Context: an optimization exercise on an open-source flow, tuned for small area, a short achievable clock period and few clock cycles per item. The choices shown serve that exercise and are no tape-out recipe.
Function was checked by simulation only, so behaviour that the tests miss may differ from the original.

==> flow/design.v (excerpt) <==
module top #(
    parameter integer C_S00_AXIS_TDATA_WIDTH = 64,
    parameter integer C_M00_AXIS_TDATA_WIDTH = 64
)(
    input  wire                                 s00_axis_aclk,
    input  wire                                 s00_axis_aresetn,
    output wire                                 s00_axis_tready,
    input  wire [C_S00_AXIS_TDATA_WIDTH-1:0]    s00_axis_tdata,
    input  wire                                 s00_axis_tlast,
    input  wire                                 s00_axis_tvalid,
    output wire                                 m00_axis_tvalid,
    output wire [C_M00_AXIS_TDATA_WIDTH-1:0]    m00_axis_tdata,
    output wire                                 m00_axis_tlast
);
Size: ~5800 cells after synthesis, ~1200 flip-flops, roughly 62000 µm² of cells after synthesis.
Settings: LEC_CHECK=0, ABC_AREA=1, CAP_MARGIN=20, CORE_MARGIN=2, CORE_UTILIZATION=40, CTS_CLUSTER_DIAMETER=120, CTS_CLUSTER_SIZE=30, SETUP_SLACK_MARGIN=3.2, SLEW_MARGIN=20, SYNTH_HIERARCHICAL=1, SYNTH_MINIMUM_KEEP_SIZE=0; clock period 6.0 ns.
run.sh (not shown) runs the stock make flow with config.mk's settings and CLKGATE_MAP_FILE= SYNTH_SCRIPT=/design/flow/synth_recipe.tcl, a recipe that flattens the netlist after the stock synthesis.
The first run completed with no timing, DRC or antenna violations.
Testbench counts at the start, summed over its fixed seeds: cycles 9,288, items 7,752.
Edit:
Settings changed: CTS_CLUSTER_DIAMETER 120 to unset, CTS_CLUSTER_SIZE 30 to unset.
Result: Final area is higher by a few percent; first-iteration DRC count rises by a few percent; setup slack is worse by 37 ps.
Edit:
Settings changed: ABC_AREA 1 to unset, ABC_CLOCK_PERIOD_IN_PS set to 2500, SYNTH_HIERARCHICAL 1 to unset, SYNTH_MINIMUM_KEEP_SIZE 0 to unset.
Fmax came out lower by 0.95%.
Synthesized area grows by 19%.
Setup slack degrades by 27 ps.
Routed wire length rose by 26%.
Edit:
Settings changed: ABC_AREA set to 1.
What happened: The changed run passed the timing, design-rule and antenna checks. Count of clock-buffer cells in the layout goes up by 16. Design area goes down by 12%. Via count goes down by 20%. Core utilization goes up by 0.12 points. Critical path depth goes down by 3. Cell count goes down by 13%. Register-to-register slack gets better by 60 ps. Fmax goes up by 2.0%. Wire length goes down by 15%.
Edit:
Settings changed: ABC_CLOCK_PERIOD_IN_PS 2500 to unset, CTS_CLUSTER_DIAMETER set to 120, CTS_CLUSTER_SIZE set to 24, SYNTH_HIERARCHICAL set to 1, SYNTH_MINIMUM_KEEP_SIZE set to 0.
After rerunning: The changed run finished with timing, DRC and antenna clean; register-to-register slack barely changes; worst setup slack is about the same.

Another version of the RTL of top (not shown whole).
For scale: ~7900 cells after synthesis, ~1100 flip-flops, about 140 I/O pins, roughly 72000 µm² of cells after synthesis.
==> flow/config.mk <==
export PLATFORM = sky130hd
export DESIGN_NAME = top
export DESIGN_NICKNAME = top
export VERILOG_FILES = /design/flow/design.v
export SDC_FILE = /design/flow/constraint.sdc
export NUM_CORES = 4
export LEC_CHECK = 0
export ABC_CLOCK_PERIOD_IN_PS = 3000
export CAP_MARGIN = 20
export CORE_MARGIN = 2
export CORE_UTILIZATION = 40
export SETUP_SLACK_MARGIN = 2.5
export SLEW_MARGIN = 20
==> flow/constraint.sdc <==
create_clock -name core_clock -period 6.0 [get_ports {s00_axis_aclk}]
set_input_delay 1.2000 -clock core_clock [delete_from_list [all_inputs] [get_ports {s00_axis_aclk}]]
set_output_delay 1.2000 -clock core_clock [all_outputs]
set_load 0.01 [all_outputs]
The first run ran to the end with no violations.
Testbench counts at the start, summed over its fixed seeds: cycles 9,288, items 7,752.
Edit:
Settings changed: ABC_CLOCK_PERIOD_IN_PS 3000 to unset, SETUP_SLACK_MARGIN 2.5 to unset.
=>
- The changed run passed the timing, design-rule and antenna checks
- flip-flop and latch count stays the same
- hold slack stays flat

top, a different RTL version from the one above (not shown whole).
Size: roughly 5800 cells after synthesis, roughly 1200 flip-flops, ~140 I/O pins, about 62000 sq um of cells after synthesis.
Settings: LEC_CHECK=0, ABC_AREA=1, CAP_MARGIN=20, CORE_MARGIN=2, CORE_UTILIZATION=40, CTS_CLUSTER_DIAMETER=100, CTS_CLUSTER_SIZE=28, SETUP_SLACK_MARGIN=3.2, SLEW_MARGIN=20, SYNTH_HIERARCHICAL=1, SYNTH_MINIMUM_KEEP_SIZE=0; clock period 6.0 ns.
Testbench counts at the start, summed over its fixed seeds: cycles 9,288, items 7,752.
Edit:
CTS_CLUSTER_DIAMETER = 120   (was 100)
CTS_CLUSTER_SIZE = 24   (was 28)
SETUP_SLACK_MARGIN = 3.3   (was 3.2)
Die area does not change; global-route usage is higher by 0.22 points; utilization is higher by 0.34 points; synthesized cell count is unchanged; clock-buffer cell count is higher by 11; cell area is higher by 0.77%; hold slack degrades by 11 ps.
Edit:
SETUP_SLACK_MARGIN = 3.2   (was 3.3)
The new run passed the timing, design-rule and antenna checks.
Via count drops slightly.
Maximum frequency grows slightly.
Die area is unchanged.
Setup slack gains 55 ps.
First-iteration DRC count is lower by a few percent.
Routed wire length goes down slightly.

afterwards: timing with drivers on the ports:
The results above use ideal ports. As a check the final layouts listed here were re-extracted and re-timed, cells and wires unchanged.
Step 1, drivers: a clkbuf_16 drives s00_axis_aclk and a buf_2 each remaining input, both assumed.
Step 2 adds t to the input delays and takes it off the output delays; t is the mean of the earliest and latest rising clock arrival at the registers after step 1. Input paths then give back, and output paths get back, about the clock's delay inside the block.
Three values: no drivers, after step 1, after step 2; two values: the first two.
run | t, ns | setup WS [ns] | worst setup path after step 2 | worst data-port slew with drivers (ns)
the first run of note 1 | 0.774 | 3.208 / 3.181 / 2.512 | input to register | 0.14
the second run of note 1 | 0.859 | 3.171 / 3.171 / 2.443 | input to register | 0.13
the third run of note 1 | 0.842 | 3.144 / 3.144 / 2.415 | input to register | 0.04
the fourth run of note 1 | 0.851 | 3.200 / 3.200 / 2.419 | input to register | 0.14
the fifth run of note 1 | 0.785 | 3.199 / 3.202 / 2.425 | input to register | 0.12
the first run of note 2 | 0.867 | 2.605 / 2.605 / 1.788 | input to register | 0.15
the second run of note 2 | 0.865 | 2.053 / 2.053 / 1.613 | input to register | 0.15
the first run of note 3 | 0.764 | 3.190 / 3.181 / 2.465 | input to register | 0.16
the second run of note 3 | 0.789 | 3.115 / 3.115 / 2.622 | input to register | 0.13
the third run of note 3 | 0.778 | 3.170 / 3.170 / 2.501 | input to register | 0.16
After both steps every run listed still meets setup and hold. The setup slack of the first run of note 2, which loses most, moves by 0.000 ns with the drivers and by -0.817 ns with both steps.
